Background: an optimization exercise with open tools, aiming at small area, a short achievable clock period and few clock cycles per item. Do not read the settings as production practice. Function was not checked in any run shown here: the RTL went through the layout flow alone. No activity file was given, so power comes from the tool's default toggle rates.

==> flow/design.v (outline; a module is shown in full before it is edited, if it fits) <==
// module Mult: 1430 lines
// module BoothEnc: 6 lines
// module BoothRowX: 10 lines
// module PrefixAdd: 586 lines
// module AO21: 5 lines
// module AND2: 5 lines
// module FA: 6 lines
// module HA: 6 lines
module Mult (MultStart, out_A, out_B, rst, clk, HI, LOW, EndMult);
  // ...
==> flow/flow/run.sh <==
#!/bin/bash
# The standard layout (the standard.sh: ORFS synthesis to finish), except that
# the port buffers are sky130_fd_sc_hd__buf_2 rather than the delay-cell buffer
# that buffer_ports picks by default. The make output goes to standard.log; ORFS
# keeps each step's own log under orfs/logs/.
set -uo pipefail
bash standard.sh "BUFFER_PORTS_ARGS=-buffer_cell sky130_fd_sc_hd__buf_2" finish > standard.log 2>&1
==> flow/standard.sh <==
#!/bin/bash
# synth_recipe.tcl (not shown) runs the flow's synth.tcl, then flattens the netlist and writes it again
# the make line also repeats each setting of config.mk as NAME=value (left out here)
make -C /OpenROAD-flow-scripts/flow DESIGN_CONFIG=/design/flow/config.mk WORK_HOME=/design/flow/orfs CLKGATE_MAP_FILE= SYNTH_SCRIPT=/design/flow/synth_recipe.tcl "${@:-finish}"
==> flow/config.mk <==
export PLATFORM = sky130hd
export DESIGN_NAME = Mult
export DESIGN_NICKNAME = Mult
export VERILOG_FILES = /design/flow/design.v
export SDC_FILE = /design/flow/constraint.sdc
export NUM_CORES = 4
export LEC_CHECK = 0
export CAP_MARGIN = 20
export CORE_MARGIN = 2
export CORE_UTILIZATION = 40
export SETUP_SLACK_MARGIN = 2.2
export SLEW_MARGIN = 20
export SYNTH_HIERARCHICAL = 1
export SYNTH_MINIMUM_KEEP_SIZE = 0
export TNS_END_PERCENT = 20
==> flow/constraint.sdc <==
create_clock -name core_clock -period 6.5 [get_ports {clk}]
set_input_delay 1.3000 -clock core_clock [delete_from_list [all_inputs] [get_ports {clk}]]
set_output_delay 1.3000 -clock core_clock [all_outputs]
set_load 0.01 [all_outputs]
==> results.toml, run 1 <==
[cts]
clockBufferDepth = 2
post_cts_buffers = 1
cts_buffers = 17
cts_sinks = 158
htreeDepth = 4

[finish]
final_cell_area_um2 = 30950
layout.cells.non_filler = 3436
seq_area_frac = 0.1022
top_register = "RB"
fillers = 6041
multi_input_area_share = 0.7433
seq_cells = 158
fin_util = 0.4682

[yosys]
syn_area_per_cell_um2 = 11.19
ys_types = 22
synth_compound_area_frac = 0.1964
synth-xor-area-share = 0.1907
yosysTopAreaCell = "fa_1"
synth_edf_count = 0
synthCells = 2397
yosys.area_share.simple = 0.04045

[global_routing]
grt_max_degree = 40
gr-usage-met2 = 0.3985
antenna_found_initial = 4

[route]
route.layer.met1.wl_mm = 36.81
drtPass1Iterations = 8

[placement]
port_buffers = 131
gp_congestion = 0.9228

[run_status]
outcome = "timing/DRC/antenna clean"

[critical_path]
critPathLaunchType = "flop"
worst-path-buf-inv = 3
crit_end = "HI[16]"

[power]
p_int_uw = 9250

[timing]
fin_crit_ns = 4.834
post-route-period-util = 0.7436
final_hold_viol_count = 0

[die]
ios = 132
==> run 2: changes to the inputs <==
--- a/flow/design.v
+++ b/flow/design.v
@@ -1023,412 +1023,265 @@
 	wire s913, c914;
 	FA fa_s913 (.a(pp1[2]), .b(pp2[0]), .c(s793), .s(s913), .co(c914));
 	wire s915, c916;
 	HA ha_s915 (.a(c794), .b(s795), .s(s915), .co(c916));
 	wire s917, c918;
 	FA fa_s917 (.a(s609), .b(c796), .c(s797), .s(s917), .co(c918));
 	wire s919, c920;
 	HA ha_s919 (.a(c798), .b(s799), .s(s919), .co(c920));
-	wire [7:0] lb;
-	wire rc921;
-	HA ha_rc921 (.a(neg0), .b(pp0[0]), .s(lb[0]), .co(rc921));
-	wire rc922;
-	HA ha_rc922 (.a(pp0[1]), .b(rc921), .s(lb[1]), .co(rc922));
-	wire rc923;
-	FA fa_rc923 (.a(s909), .b(pp1[0]), .c(rc922), .s(lb[2]), .co(rc923));
-	wire rc924;
-	FA fa_rc924 (.a(c910), .b(s911), .c(rc923), .s(lb[3]), .co(rc924));
-	wire rc925;
-	FA fa_rc925 (.a(c912), .b(s913), .c(rc924), .s(lb[4]), .co(rc925));
-	wire rc926;
-	FA fa_rc926 (.a(c914), .b(s915), .c(rc925), .s(lb[5]), .co(rc926));
-	wire rc927;
-	FA fa_rc927 (.a(c916), .b(s917), .c(rc926), .s(lb[6]), .co(rc927));
-	wire rc928;
-	FA fa_rc928 (.a(c918), .b(s919), .c(rc927), .s(lb[7]), .co(rc928));
-	reg [7:0] LB;
-	reg CI;
-	reg [148:0] RB;
-	always @(posedge clk) begin
-		LB <= lb;
-		CI <= rc928;
-		RB[0] <= c920;
-		RB[1] <= c800;
-		RB[2] <= s801;
-		RB[3] <= s617;
-		RB[4] <= c802;
-		RB[5] <= s803;
-		RB[6] <= s623;
-		RB[7] <= c804;
-		RB[8] <= s805;
-		RB[9] <= s627;
-		RB[10] <= c806;
-		RB[11] <= s807;
-		RB[12] <= s629;
-		RB[13] <= c808;
-		RB[14] <= s809;
-		RB[15] <= s633;
-		RB[16] <= c810;
-		RB[17] <= s811;
-		RB[18] <= s637;
-		RB[19] <= c812;
-		RB[20] <= s813;
-		RB[21] <= s643;
-		RB[22] <= c814;
-		RB[23] <= s815;
-		RB[24] <= s647;
-		RB[25] <= c816;
-		RB[26] <= s817;
-		RB[27] <= s651;
-		RB[28] <= c818;
-		RB[29] <= s819;
-		RB[30] <= s655;
-		RB[31] <= c820;
-		RB[32] <= s821;
-		RB[33] <= s659;
-		RB[34] <= c822;
-		RB[35] <= s823;
-		RB[36] <= s661;
-		RB[37] <= c824;
-		RB[38] <= s825;
-		RB[39] <= s665;
-		RB[40] <= c826;
-		RB[41] <= s827;
-		RB[42] <= s671;
-		RB[43] <= c828;
-		RB[44] <= s829;
-		RB[45] <= s675;
-		RB[46] <= c830;
-		RB[47] <= s831;
-		RB[48] <= s679;
-		RB[49] <= c832;
-		RB[50] <= s833;
-		RB[51] <= s683;
-		RB[52] <= c834;
-		RB[53] <= s835;
-		RB[54] <= s687;
-		RB[55] <= c836;
-		RB[56] <= s837;
-		RB[57] <= s691;
-		RB[58] <= c838;
-		RB[59] <= s839;
-		RB[60] <= s695;
-		RB[61] <= c840;
-		RB[62] <= s841;
-		RB[63] <= s699;
-		RB[64] <= c842;
-		RB[65] <= s843;
-		RB[66] <= s701;
-		RB[67] <= c844;
-		RB[68] <= s845;
-		RB[69] <= s705;
-		RB[70] <= c846;
-		RB[71] <= s847;
-		RB[72] <= s711;
-		RB[73] <= c848;
-		RB[74] <= s849;
-		RB[75] <= s715;
-		RB[76] <= c850;
-		RB[77] <= s851;
-		RB[78] <= s719;
-		RB[79] <= c852;
-		RB[80] <= s853;
-		RB[81] <= s723;
-		RB[82] <= c854;
-		RB[83] <= s855;
-		RB[84] <= s725;
-		RB[85] <= c856;
-		RB[86] <= s857;
-		RB[87] <= s729;
-		RB[88] <= c858;
-		RB[89] <= s859;
-		RB[90] <= s733;
-		RB[91] <= c860;
-		RB[92] <= s861;
-		RB[93] <= s737;
-		RB[94] <= c862;
-		RB[95] <= s863;
-		RB[96] <= c864;
-		RB[97] <= s865;
-		RB[98] <= c866;
-		RB[99] <= s867;
-		RB[100] <= c868;
-		RB[101] <= s869;
-		RB[102] <= c870;
-		RB[103] <= s871;
-		RB[104] <= c746;
-		RB[105] <= s873;
-		RB[106] <= c872;
-		RB[107] <= s755;
-		RB[108] <= c874;
-		RB[109] <= s875;
-		RB[110] <= c756;
-		RB[111] <= s877;
-		RB[112] <= c876;
-		RB[113] <= c760;
-		RB[114] <= s879;
-		RB[115] <= c878;
-		RB[116] <= c880;
-		RB[117] <= s881;
-		RB[118] <= c882;
-		RB[119] <= s883;
-		RB[120] <= c884;
-		RB[121] <= s885;
-		RB[122] <= c886;
-		RB[123] <= s887;
-		RB[124] <= c770;
-		RB[125] <= s889;
-		RB[126] <= c888;
-		RB[127] <= c776;
-		RB[128] <= s891;
-		RB[129] <= c890;
-		RB[130] <= c892;
-		RB[131] <= s893;
-		RB[132] <= c894;
-		RB[133] <= s895;
-		RB[134] <= c896;
-		RB[135] <= s897;
-		RB[136] <= c898;
-		RB[137] <= s899;
-		RB[138] <= s901;
-		RB[139] <= c900;
-		RB[140] <= s903;
-		RB[141] <= c902;
-		RB[142] <= s905;
-		RB[143] <= c904;
-		RB[144] <= s907;
-		RB[145] <= c906;
-		RB[146] <= pn15;
-		RB[147] <= c908;
-		RB[148] <= 1'b1;
-	end
+	wire s921, c922;
+	HA ha_s921 (.a(c800), .b(s801), .s(s921), .co(c922));
+	wire s923, c924;
+	FA fa_s923 (.a(s617), .b(c802), .c(s803), .s(s923), .co(c924));
+	wire s925, c926;
+	FA fa_s925 (.a(s623), .b(c804), .c(s805), .s(s925), .co(c926));
+	wire s927, c928;
+	FA fa_s927 (.a(s627), .b(c806), .c(s807), .s(s927), .co(c928));
 	wire s929, c930;
-	HA ha_s929 (.a(RB[0]), .b(RB[1]), .s(s929), .co(c930));
+	FA fa_s929 (.a(s629), .b(c808), .c(s809), .s(s929), .co(c930));
 	wire s931, c932;
-	FA fa_s931 (.a(RB[3]), .b(RB[4]), .c(RB[5]), .s(s931), .co(c932));
+	FA fa_s931 (.a(s633), .b(c810), .c(s811), .s(s931), .co(c932));
 	wire s933, c934;
-	FA fa_s933 (.a(RB[6]), .b(RB[7]), .c(RB[8]), .s(s933), .co(c934));
+	FA fa_s933 (.a(s637), .b(c812), .c(s813), .s(s933), .co(c934));
 	wire s935, c936;
-	FA fa_s935 (.a(RB[9]), .b(RB[10]), .c(RB[11]), .s(s935), .co(c936));
+	FA fa_s935 (.a(s643), .b(c814), .c(s815), .s(s935), .co(c936));
 	wire s937, c938;
-	FA fa_s937 (.a(RB[12]), .b(RB[13]), .c(RB[14]), .s(s937), .co(c938));
+	FA fa_s937 (.a(s647), .b(c816), .c(s817), .s(s937), .co(c938));
 	wire s939, c940;
-	FA fa_s939 (.a(RB[15]), .b(RB[16]), .c(RB[17]), .s(s939), .co(c940));
+	FA fa_s939 (.a(s651), .b(c818), .c(s819), .s(s939), .co(c940));
 	wire s941, c942;
-	FA fa_s941 (.a(RB[18]), .b(RB[19]), .c(RB[20]), .s(s941), .co(c942));
+	FA fa_s941 (.a(s655), .b(c820), .c(s821), .s(s941), .co(c942));
 	wire s943, c944;
-	FA fa_s943 (.a(RB[21]), .b(RB[22]), .c(RB[23]), .s(s943), .co(c944));
+	FA fa_s943 (.a(s659), .b(c822), .c(s823), .s(s943), .co(c944));
 	wire s945, c946;
-	FA fa_s945 (.a(RB[24]), .b(RB[25]), .c(RB[26]), .s(s945), .co(c946));
+	FA fa_s945 (.a(s661), .b(c824), .c(s825), .s(s945), .co(c946));
 	wire s947, c948;
-	FA fa_s947 (.a(RB[27]), .b(RB[28]), .c(RB[29]), .s(s947), .co(c948));
+	FA fa_s947 (.a(s665), .b(c826), .c(s827), .s(s947), .co(c948));
 	wire s949, c950;
-	FA fa_s949 (.a(RB[30]), .b(RB[31]), .c(RB[32]), .s(s949), .co(c950));
+	FA fa_s949 (.a(s671), .b(c828), .c(s829), .s(s949), .co(c950));
 	wire s951, c952;
-	FA fa_s951 (.a(RB[33]), .b(RB[34]), .c(RB[35]), .s(s951), .co(c952));
+	FA fa_s951 (.a(s675), .b(c830), .c(s831), .s(s951), .co(c952));
 	wire s953, c954;
-	FA fa_s953 (.a(RB[36]), .b(RB[37]), .c(RB[38]), .s(s953), .co(c954));
+	FA fa_s953 (.a(s679), .b(c832), .c(s833), .s(s953), .co(c954));
 	wire s955, c956;
-	FA fa_s955 (.a(RB[39]), .b(RB[40]), .c(RB[41]), .s(s955), .co(c956));
+	FA fa_s955 (.a(s683), .b(c834), .c(s835), .s(s955), .co(c956));
 	wire s957, c958;
-	FA fa_s957 (.a(RB[42]), .b(RB[43]), .c(RB[44]), .s(s957), .co(c958));
+	FA fa_s957 (.a(s687), .b(c836), .c(s837), .s(s957), .co(c958));
 	wire s959, c960;
-	FA fa_s959 (.a(RB[45]), .b(RB[46]), .c(RB[47]), .s(s959), .co(c960));
+	FA fa_s959 (.a(s691), .b(c838), .c(s839), .s(s959), .co(c960));
 	wire s961, c962;
-	FA fa_s961 (.a(RB[48]), .b(RB[49]), .c(RB[50]), .s(s961), .co(c962));
+	FA fa_s961 (.a(s695), .b(c840), .c(s841), .s(s961), .co(c962));
 	wire s963, c964;
-	FA fa_s963 (.a(RB[51]), .b(RB[52]), .c(RB[53]), .s(s963), .co(c964));
+	FA fa_s963 (.a(s699), .b(c842), .c(s843), .s(s963), .co(c964));
 	wire s965, c966;
-	FA fa_s965 (.a(RB[54]), .b(RB[55]), .c(RB[56]), .s(s965), .co(c966));
+	FA fa_s965 (.a(s701), .b(c844), .c(s845), .s(s965), .co(c966));
 	wire s967, c968;
-	FA fa_s967 (.a(RB[57]), .b(RB[58]), .c(RB[59]), .s(s967), .co(c968));
+	FA fa_s967 (.a(s705), .b(c846), .c(s847), .s(s967), .co(c968));
 	wire s969, c970;
-	FA fa_s969 (.a(RB[60]), .b(RB[61]), .c(RB[62]), .s(s969), .co(c970));
+	FA fa_s969 (.a(s711), .b(c848), .c(s849), .s(s969), .co(c970));
 	wire s971, c972;
-	FA fa_s971 (.a(RB[63]), .b(RB[64]), .c(RB[65]), .s(s971), .co(c972));
+	FA fa_s971 (.a(s715), .b(c850), .c(s851), .s(s971), .co(c972));
 	wire s973, c974;
-	FA fa_s973 (.a(RB[66]), .b(RB[67]), .c(RB[68]), .s(s973), .co(c974));
+	FA fa_s973 (.a(s719), .b(c852), .c(s853), .s(s973), .co(c974));
 	wire s975, c976;
-	FA fa_s975 (.a(RB[69]), .b(RB[70]), .c(RB[71]), .s(s975), .co(c976));
+	FA fa_s975 (.a(s723), .b(c854), .c(s855), .s(s975), .co(c976));
 	wire s977, c978;
-	FA fa_s977 (.a(RB[72]), .b(RB[73]), .c(RB[74]), .s(s977), .co(c978));
+	FA fa_s977 (.a(s725), .b(c856), .c(s857), .s(s977), .co(c978));
 	wire s979, c980;
-	FA fa_s979 (.a(RB[75]), .b(RB[76]), .c(RB[77]), .s(s979), .co(c980));
+	FA fa_s979 (.a(s729), .b(c858), .c(s859), .s(s979), .co(c980));
 	wire s981, c982;
-	FA fa_s981 (.a(RB[78]), .b(RB[79]), .c(RB[80]), .s(s981), .co(c982));
+	FA fa_s981 (.a(s733), .b(c860), .c(s861), .s(s981), .co(c982));
 	wire s983, c984;
-	FA fa_s983 (.a(RB[81]), .b(RB[82]), .c(RB[83]), .s(s983), .co(c984));
+	FA fa_s983 (.a(s737), .b(c862), .c(s863), .s(s983), .co(c984));
 	wire s985, c986;
-	FA fa_s985 (.a(RB[84]), .b(RB[85]), .c(RB[86]), .s(s985), .co(c986));
+	HA ha_s985 (.a(c864), .b(s865), .s(s985), .co(c986));
 	wire s987, c988;
-	FA fa_s987 (.a(RB[87]), .b(RB[88]), .c(RB[89]), .s(s987), .co(c988));
+	HA ha_s987 (.a(c866), .b(s867), .s(s987), .co(c988));
 	wire s989, c990;
-	FA fa_s989 (.a(RB[90]), .b(RB[91]), .c(RB[92]), .s(s989), .co(c990));
+	HA ha_s989 (.a(c868), .b(s869), .s(s989), .co(c990));
 	wire s991, c992;
-	FA fa_s991 (.a(RB[93]), .b(RB[94]), .c(RB[95]), .s(s991), .co(c992));
+	HA ha_s991 (.a(c870), .b(s871), .s(s991), .co(c992));
 	wire s993, c994;
-	HA ha_s993 (.a(RB[96]), .b(RB[97]), .s(s993), .co(c994));
+	FA fa_s993 (.a(c746), .b(s873), .c(c872), .s(s993), .co(c994));
 	wire s995, c996;
-	HA ha_s995 (.a(RB[98]), .b(RB[99]), .s(s995), .co(c996));
+	FA fa_s995 (.a(s755), .b(c874), .c(s875), .s(s995), .co(c996));
 	wire s997, c998;
-	HA ha_s997 (.a(RB[100]), .b(RB[101]), .s(s997), .co(c998));
+	FA fa_s997 (.a(c756), .b(s877), .c(c876), .s(s997), .co(c998));
 	wire s999, c1000;
-	HA ha_s999 (.a(RB[102]), .b(RB[103]), .s(s999), .co(c1000));
+	FA fa_s999 (.a(c760), .b(s879), .c(c878), .s(s999), .co(c1000));
 	wire s1001, c1002;
-	FA fa_s1001 (.a(RB[104]), .b(RB[105]), .c(RB[106]), .s(s1001), .co(c1002));
+	HA ha_s1001 (.a(c880), .b(s881), .s(s1001), .co(c1002));
 	wire s1003, c1004;
-	FA fa_s1003 (.a(RB[107]), .b(RB[108]), .c(RB[109]), .s(s1003), .co(c1004));
+	HA ha_s1003 (.a(c882), .b(s883), .s(s1003), .co(c1004));
 	wire s1005, c1006;
-	FA fa_s1005 (.a(RB[110]), .b(RB[111]), .c(RB[112]), .s(s1005), .co(c1006));
+	HA ha_s1005 (.a(c884), .b(s885), .s(s1005), .co(c1006));
 	wire s1007, c1008;
-	FA fa_s1007 (.a(RB[113]), .b(RB[114]), .c(RB[115]), .s(s1007), .co(c1008));
+	HA ha_s1007 (.a(c886), .b(s887), .s(s1007), .co(c1008));
 	wire s1009, c1010;
-	HA ha_s1009 (.a(RB[116]), .b(RB[117]), .s(s1009), .co(c1010));
+	FA fa_s1009 (.a(c770), .b(s889), .c(c888), .s(s1009), .co(c1010));
 	wire s1011, c1012;
-	HA ha_s1011 (.a(RB[118]), .b(RB[119]), .s(s1011), .co(c1012));
+	FA fa_s1011 (.a(c776), .b(s891), .c(c890), .s(s1011), .co(c1012));
 	wire s1013, c1014;
-	HA ha_s1013 (.a(RB[120]), .b(RB[121]), .s(s1013), .co(c1014));
+	HA ha_s1013 (.a(c892), .b(s893), .s(s1013), .co(c1014));
 	wire s1015, c1016;
-	HA ha_s1015 (.a(RB[122]), .b(RB[123]), .s(s1015), .co(c1016));
+	HA ha_s1015 (.a(c894), .b(s895), .s(s1015), .co(c1016));
 	wire s1017, c1018;
-	FA fa_s1017 (.a(RB[124]), .b(RB[125]), .c(RB[126]), .s(s1017), .co(c1018));
+	HA ha_s1017 (.a(c896), .b(s897), .s(s1017), .co(c1018));
 	wire s1019, c1020;
-	FA fa_s1019 (.a(RB[127]), .b(RB[128]), .c(RB[129]), .s(s1019), .co(c1020));
+	HA ha_s1019 (.a(c898), .b(s899), .s(s1019), .co(c1020));
 	wire s1021, c1022;
-	HA ha_s1021 (.a(RB[130]), .b(RB[131]), .s(s1021), .co(c1022));
+	HA ha_s1021 (.a(s901), .b(c900), .s(s1021), .co(c1022));
 	wire s1023, c1024;
-	HA ha_s1023 (.a(RB[132]), .b(RB[133]), .s(s1023), .co(c1024));
+	HA ha_s1023 (.a(s903), .b(c902), .s(s1023), .co(c1024));
 	wire s1025, c1026;
-	HA ha_s1025 (.a(RB[134]), .b(RB[135]), .s(s1025), .co(c1026));
+	HA ha_s1025 (.a(s905), .b(c904), .s(s1025), .co(c1026));
 	wire s1027, c1028;
-	HA ha_s1027 (.a(RB[136]), .b(RB[137]), .s(s1027), .co(c1028));
+	HA ha_s1027 (.a(s907), .b(c906), .s(s1027), .co(c1028));
 	wire s1029, c1030;
-	HA ha_s1029 (.a(RB[138]), .b(RB[139]), .s(s1029), .co(c1030));
-	wire s1031, c1032;
-	HA ha_s1031 (.a(RB[140]), .b(RB[141]), .s(s1031), .co(c1032));
-	wire s1033, c1034;
-	HA ha_s1033 (.a(RB[142]), .b(RB[143]), .s(s1033), .co(c1034));
-	wire s1035, c1036;
-	HA ha_s1035 (.a(RB[144]), .b(RB[145]), .s(s1035), .co(c1036));
-	wire s1037, c1038;
-	HA ha_s1037 (.a(RB[146]), .b(RB[147]), .s(s1037), .co(c1038));
-	wire [55:0] G, P;
-	assign G[0] = s929 & RB[2];
-	assign P[0] = s929 ^ RB[2];
-	assign G[1] = c930 & s931;
-	assign P[1] = c930 ^ s931;
-	assign G[2] = c932 & s933;
-	assign P[2] = c932 ^ s933;
-	assign G[3] = c934 & s935;
-	assign P[3] = c934 ^ s935;
-	assign G[4] = c936 & s937;
-	assign P[4] = c936 ^ s937;
-	assign G[5] = c938 & s939;
-	assign P[5] = c938 ^ s939;
-	assign G[6] = c940 & s941;
-	assign P[6] = c940 ^ s941;
-	assign G[7] = c942 & s943;
-	assign P[7] = c942 ^ s943;
-	assign G[8] = c944 & s945;
-	assign P[8] = c944 ^ s945;
-	assign G[9] = c946 & s947;
-	assign P[9] = c946 ^ s947;
-	assign G[10] = c948 & s949;
-	assign P[10] = c948 ^ s949;
-	assign G[11] = c950 & s951;
-	assign P[11] = c950 ^ s951;
-	assign G[12] = c952 & s953;
-	assign P[12] = c952 ^ s953;
-	assign G[13] = c954 & s955;
-	assign P[13] = c954 ^ s955;
-	assign G[14] = c956 & s957;
-	assign P[14] = c956 ^ s957;
-	assign G[15] = c958 & s959;
-	assign P[15] = c958 ^ s959;
-	assign G[16] = c960 & s961;
-	assign P[16] = c960 ^ s961;
-	assign G[17] = c962 & s963;
-	assign P[17] = c962 ^ s963;
-	assign G[18] = c964 & s965;
-	assign P[18] = c964 ^ s965;
-	assign G[19] = c966 & s967;
-	assign P[19] = c966 ^ s967;
-	assign G[20] = c968 & s969;
-	assign P[20] = c968 ^ s969;
-	assign G[21] = c970 & s971;
-	assign P[21] = c970 ^ s971;
-	assign G[22] = c972 & s973;
-	assign P[22] = c972 ^ s973;
-	assign G[23] = c974 & s975;
-	assign P[23] = c974 ^ s975;
-	assign G[24] = c976 & s977;
-	assign P[24] = c976 ^ s977;
-	assign G[25] = c978 & s979;
-	assign P[25] = c978 ^ s979;
-	assign G[26] = c980 & s981;
-	assign P[26] = c980 ^ s981;
-	assign G[27] = c982 & s983;
-	assign P[27] = c982 ^ s983;
-	assign G[28] = c984 & s985;
-	assign P[28] = c984 ^ s985;
-	assign G[29] = c986 & s987;
-	assign P[29] = c986 ^ s987;
-	assign G[30] = c988 & s989;
-	assign P[30] = c988 ^ s989;
-	assign G[31] = c990 & s991;
-	assign P[31] = c990 ^ s991;
-	assign G[32] = c992 & s993;
-	assign P[32] = c992 ^ s993;
-	assign G[33] = c994 & s995;
-	assign P[33] = c994 ^ s995;
-	assign G[34] = c996 & s997;
-	assign P[34] = c996 ^ s997;
-	assign G[35] = c998 & s999;
-	assign P[35] = c998 ^ s999;
-	assign G[36] = c1000 & s1001;
-	assign P[36] = c1000 ^ s1001;
-	assign G[37] = c1002 & s1003;
-	assign P[37] = c1002 ^ s1003;
-	assign G[38] = c1004 & s1005;
-	assign P[38] = c1004 ^ s1005;
-	assign G[39] = c1006 & s1007;
-	assign P[39] = c1006 ^ s1007;
-	assign G[40] = c1008 & s1009;
-	assign P[40] = c1008 ^ s1009;
-	assign G[41] = c1010 & s1011;
-	assign P[41] = c1010 ^ s1011;
-	assign G[42] = c1012 & s1013;
-	assign P[42] = c1012 ^ s1013;
-	assign G[43] = c1014 & s1015;
-	assign P[43] = c1014 ^ s1015;
-	assign G[44] = c1016 & s1017;
-	assign P[44] = c1016 ^ s1017;
-	assign G[45] = c1018 & s1019;
-	assign P[45] = c1018 ^ s1019;
-	assign G[46] = c1020 & s1021;
-	assign P[46] = c1020 ^ s1021;
-	assign G[47] = c1022 & s1023;
-	assign P[47] = c1022 ^ s1023;
-	assign G[48] = c1024 & s1025;
-	assign P[48] = c1024 ^ s1025;
-	assign G[49] = c1026 & s1027;
-	assign P[49] = c1026 ^ s1027;
-	assign G[50] = c1028 & s1029;
-	assign P[50] = c1028 ^ s1029;
-	assign G[51] = c1030 & s1031;
-	assign P[51] = c1030 ^ s1031;
-	assign G[52] = c1032 & s1033;
-	assign P[52] = c1032 ^ s1033;
-	assign G[53] = c1034 & s1035;
-	assign P[53] = c1034 ^ s1035;
-	assign G[54] = c1036 & s1037;
-	assign P[54] = c1036 ^ s1037;
-	assign G[55] = c1038 & RB[148];
-	assign P[55] = c1038 ^ RB[148];
+	HA ha_s1029 (.a(pn15), .b(c908), .s(s1029), .co(c1030));
+	wire [7:0] lb;
+	wire rc1031;
+	HA ha_rc1031 (.a(neg0), .b(pp0[0]), .s(lb[0]), .co(rc1031));
+	wire rc1032;
+	HA ha_rc1032 (.a(pp0[1]), .b(rc1031), .s(lb[1]), .co(rc1032));
+	wire rc1033;
+	FA fa_rc1033 (.a(s909), .b(pp1[0]), .c(rc1032), .s(lb[2]), .co(rc1033));
+	wire rc1034;
+	FA fa_rc1034 (.a(c910), .b(s911), .c(rc1033), .s(lb[3]), .co(rc1034));
+	wire rc1035;
+	FA fa_rc1035 (.a(c912), .b(s913), .c(rc1034), .s(lb[4]), .co(rc1035));
+	wire rc1036;
+	FA fa_rc1036 (.a(c914), .b(s915), .c(rc1035), .s(lb[5]), .co(rc1036));
+	wire rc1037;
+	FA fa_rc1037 (.a(c916), .b(s917), .c(rc1036), .s(lb[6]), .co(rc1037));
+	wire rc1038;
+	FA fa_rc1038 (.a(c918), .b(s919), .c(rc1037), .s(lb[7]), .co(rc1038));
+	reg [7:0] LB;
+	reg CI;
+	reg [55:0] S;
+	reg [55:0] C;
+	always @(posedge clk) begin
+		LB <= lb;
+		CI <= rc1038;
+		S[0] <= c920;
+		C[0] <= s921;
+		S[1] <= c922;
+		C[1] <= s923;
+		S[2] <= c924;
+		C[2] <= s925;
+		S[3] <= c926;
+		C[3] <= s927;
+		S[4] <= c928;
+		C[4] <= s929;
+		S[5] <= c930;
+		C[5] <= s931;
+		S[6] <= c932;
+		C[6] <= s933;
+		S[7] <= c934;
+		C[7] <= s935;
+		S[8] <= c936;
+		C[8] <= s937;
+		S[9] <= c938;
+		C[9] <= s939;
+		S[10] <= c940;
+		C[10] <= s941;
+		S[11] <= c942;
+		C[11] <= s943;
+		S[12] <= c944;
+		C[12] <= s945;
+		S[13] <= c946;
+		C[13] <= s947;
+		S[14] <= c948;
+		C[14] <= s949;
+		S[15] <= c950;
+		C[15] <= s951;
+		S[16] <= c952;
+		C[16] <= s953;
+		S[17] <= c954;
+		C[17] <= s955;
+		S[18] <= c956;
+		C[18] <= s957;
+		S[19] <= c958;
+		C[19] <= s959;
+		S[20] <= c960;
+		C[20] <= s961;
+		S[21] <= c962;
+		C[21] <= s963;
+		S[22] <= c964;
+		C[22] <= s965;
+		S[23] <= c966;
+		C[23] <= s967;
+		S[24] <= c968;
+		C[24] <= s969;
+		S[25] <= c970;
+		C[25] <= s971;
+		S[26] <= c972;
+		C[26] <= s973;
+		S[27] <= c974;
+		C[27] <= s975;
+		S[28] <= c976;
+		C[28] <= s977;
+		S[29] <= c978;
+		C[29] <= s979;
+		S[30] <= c980;
+		C[30] <= s981;
+		S[31] <= c982;
+		C[31] <= s983;
+		S[32] <= c984;
+		C[32] <= s985;
+		S[33] <= c986;
+		C[33] <= s987;
+		S[34] <= c988;
+		C[34] <= s989;
+		S[35] <= c990;
+		C[35] <= s991;
+		S[36] <= c992;
+		C[36] <= s993;
+		S[37] <= c994;
+		C[37] <= s995;
+		S[38] <= c996;
+		C[38] <= s997;
+		S[39] <= c998;
+		C[39] <= s999;
+		S[40] <= c1000;
+		C[40] <= s1001;
+		S[41] <= c1002;
+		C[41] <= s1003;
+		S[42] <= c1004;
+		C[42] <= s1005;
+		S[43] <= c1006;
+		C[43] <= s1007;
+		S[44] <= c1008;
+		C[44] <= s1009;
+		S[45] <= c1010;
+		C[45] <= s1011;
+		S[46] <= c1012;
+		C[46] <= s1013;
+		S[47] <= c1014;
+		C[47] <= s1015;
+		S[48] <= c1016;
+		C[48] <= s1017;
+		S[49] <= c1018;
+		C[49] <= s1019;
+		S[50] <= c1020;
+		C[50] <= s1021;
+		S[51] <= c1022;
+		C[51] <= s1023;
+		S[52] <= c1024;
+		C[52] <= s1025;
+		S[53] <= c1026;
+		C[53] <= s1027;
+		S[54] <= c1028;
+		C[54] <= s1029;
+		S[55] <= c1030;
+		C[55] <= 1'b1;
+	end
+	wire [55:0] G = S & C;
+	wire [55:0] P = S ^ C;
 	wire [55:0] hs;
 	PrefixAdd padd (.g(G), .p(P), .ci(CI), .s(hs));
 	assign {HI, LOW} = {hs, LB};
 endmodule
 module BoothEnc (b, one, two);
 	input wire [2:0] b;
 	output wire one, two;
 	assign one = b[1] ^ b[0];
==> flow/config.mk (replaced) <==
export PLATFORM = sky130hd
export DESIGN_NAME = Mult
export DESIGN_NICKNAME = Mult
export VERILOG_FILES = /design/flow/design.v
export SDC_FILE = /design/flow/constraint.sdc
export NUM_CORES = 4
export LEC_CHECK = 0
export CAP_MARGIN = 20
export CORE_MARGIN = 2
export CORE_UTILIZATION = 40
export SETUP_SLACK_MARGIN = 1.5
export SLEW_MARGIN = 20
export SYNTH_HIERARCHICAL = 1
export SYNTH_MINIMUM_KEEP_SIZE = 0
export TNS_END_PERCENT = 20
==> results.toml, run 2 <==
[timing]
worst_pin_slew_ns = 0.9220
grt_setup_unrepaired = "yes"
maxSlewViolCount = 0
fin_crit_ns = 5.062
setup_viol = 0
holdWs_ns = 0.9853
fin_setup_tns_ns = 0
max-slew-margin-rel = 0.3854
final_hold_viol_count = 0
max_freq_ghz = 0.1975
post-route-period-util = 0.7788

[flow_run]
drv_cap = 0

[cts]
clockRootBuffer = "clkbuf_16"
htreeDepth = 4
cts_buffers = 17
cts_tree = "done"
ctsHoldBuffers = 0
cts_sinks = 121
clk_pin_slew_ns = 0.06
clockBufferDepth = 2

[placement]
dpl.hpwl_mm = 65.01
place_inst = 3272
port_buffers = 131
gp_congestion = 0.9294

[global_routing]
grt_pass1_wl_mm = 127.4
grt_pass1_vias = 21094
grt_max_degree = 36
track_usage = 0.2498
grt-ovfl-total = 0
antenna_found_initial = 2

[critical_path]
critPathLaunchType = "primary input"
worstPathArrival_ns = 5.40
cp_data_required_time_ns = 6.83
worstPathMaxFanout = 16
end_kind = "flop"
crit_type = "in -> reg"

[finish]
largest_reg_flops = 56
layout_commonest_cell = "xnor2_1"
synthToLayoutAreaGrowth_pct = 7.091
final_nets = 3087
layout.cells.non_filler = 3314
fin_util = 0.4333
top_register = "S"
largestRegisters = "S: 56 flops, C: 55 flops, LB: 8 flops"
final_cell_mix = "xnor2_1, a22oi_1, fa_1"
drive_gt1_frac = 0.1184
fillers = 6197

[yosys]
synth_seq_cells = 121
ys_types = 22
ys.flop_type = "dfxtp_1"
yosysTopAreaCell = "fa_1"
async_flop_share = 0
synthesis.area_um2 = 26080
synth_edf_count = 0
syn_area_per_cell_um2 = 11.05
ys_warn_count = 7
yosys-top-cells-area = "fa_1, xnor2_1, a22oi_1"
synth_commonest_cells = "xnor2_1, a22oi_1, fa_1, a21o_1, ha_1"
yosysMostFrequentCell = "xnor2_1"
synthCells = 2360
synth_top_cell_area_share = 0.3377
ys_seq_area_frac = 0.09288

[run_status]
outcome = "timing/DRC/antenna clean"

[route]
post_drt_wl_per_cell_um = 24.94
drcViolationCount = 0
vias_per_cell = 5.992
drtPass1Iterations = 9
wirelength_mm = 82.64
drt_iter0_drc = 1786
postRouteAntennaNets = 0
vias = 19858

[die]
die_x_um = 259.3
coreArea_um2 = 64460
die_h_um = 259.3
start_util = 0.4046
die-area_um2 = 67260
ios = 132
rows = 93

[power]
power_uw = 14880
p_leak_uw = 0.01072
powerDensity_nw_per_um2 = 532.8
vdd_drop_max_mv = 0.4642

[hold_path]
hold_path_class = "in -> reg"
## run 2: path summary, 6_finish.rpt
kind | startpoint | to | slack [ns] | depth (start not counted)
max | out_A[15] | C[28] | 1.44 | 9
min | rst | EndMult | 0.99 | 2
## run 2: critical path, cell delays in order
cell and delay (ns):
buf_2 0.68, xnor2_1 0.21, a22oi_1 0.33, fa_1 0.51, fa_1 0.44, fa_1 0.53
fa_1 0.41, fa_1 0.54, fa_1 0.43
## run 2: layout make-up
| cell class | count | area, um^2 | area share |
|---|---|---|---|
| timing repair buffer | 225 | 1518 | 0.05434 |
| antenna | 2 | 5.005 | 0.0001792 |
| sequential | 121 | 2422 | 0.08673 |
| inverter | 19 | 71.32 | 0.002554 |
| tap | 855 | 1070 | 0.03830 |
| clock buffer | 17 | 425.4 | 0.01523 |
| clock inverter | 15 | 145.1 | 0.005197 |
| multi-input combinational | 2060 | 22270 | 0.7975 |
## run 2: logic make-up after synthesis
group                    synth area share
AO/OA/AOI/OAI                      0.2020
XOR/XNOR                           0.1961
adder cells (fa/ha/maj)            0.4030
buffers and inverters             0.06414
flip-flops                        0.09288
other                           0.0002880
AND/OR/NAND/NOR                   0.04160
## run 2: Yosys stat by module (local to each module, per instance)
module / times used / cell area (um^2) / flops+latches
HA: 81 / 12.51 / 0
AO21: 156 / 7.507 / 0
BoothEnc: 16 / 31.28 / 0
FA: 440 / 20.02 / 0
AND2: 101 / 6.256 / 0
BoothRowX: 16 / 638.1 / 0
Mult: 1 / 3254 / 121
PrefixAdd: 1 / 490.5 / 0
## run 2: report_power, final
part | switching, uW | internal, uW | leakage, uW
clock network | 420 | 531 | 0.000271
logic | 6700 | 5690 | 0.00943
registers | 121 | 1430 | 0.00102
total | 7240 | 7640 | 0.0107
## run 2: layer usage
layer  track usage  share of wire  vias up
met5             0              0        -
met4        0.1023          0.045        0
met3       0.04296          0.071      231
met2        0.4324           0.50      952
met1        0.3075           0.39    10206
li1              -              -     8469
## run 2: per-stage QoR
step           setup WS [ns]  area, um^2
6_report               1.438       27930
2_1_floorplan          1.587       26140
5_1_grt                1.440       27930
4_1_cts                1.440       27710
3_3_place_gp          0.8430       27050
3_5_place_dp          0.7109       27050
## run 2: timing repair
| item | CTS | global route |
|---|---|---|
| buffers inserted | 0 | 7 |
| cloned | 0 | 1 |
| pin swaps | 0 | 4 |
| resized for setup | 19 | 31 |
| setup endpoints to repair | 36 | 30 |

-- afterwards: timing with drivers on the ports --
How much do the figures lean on ideal ports? The routed layouts below were timed once more, with nothing changed but the port constraints. Step 1, drivers: a clkbuf_16 drives clk and a buf_2 each remaining input, both assumed. Step 2 adds t to the input delays and takes it off the output delays; t is the mean of the earliest and latest rising clock arrival at the registers after step 1. Input paths then give back, and output paths get back, about the clock's delay inside the block. Three values: ideal, step 1, step 2; two values: the first two.
run | t, ns | setup slack, ns | worst data-port slew with drivers (ns) | pins driven straight from the clock port
run 1 | 0.554 | 1.666 / 1.605 / 1.555 | 0.09 | 1
run 2 | 0.518 | 1.438 / 1.466 / 0.948 | 0.07 | 1
After both steps setup and hold are still met in every run listed. The setup slack of run 2, which loses most, moves by +0.028 ns with the drivers and by -0.490 ns with both steps.
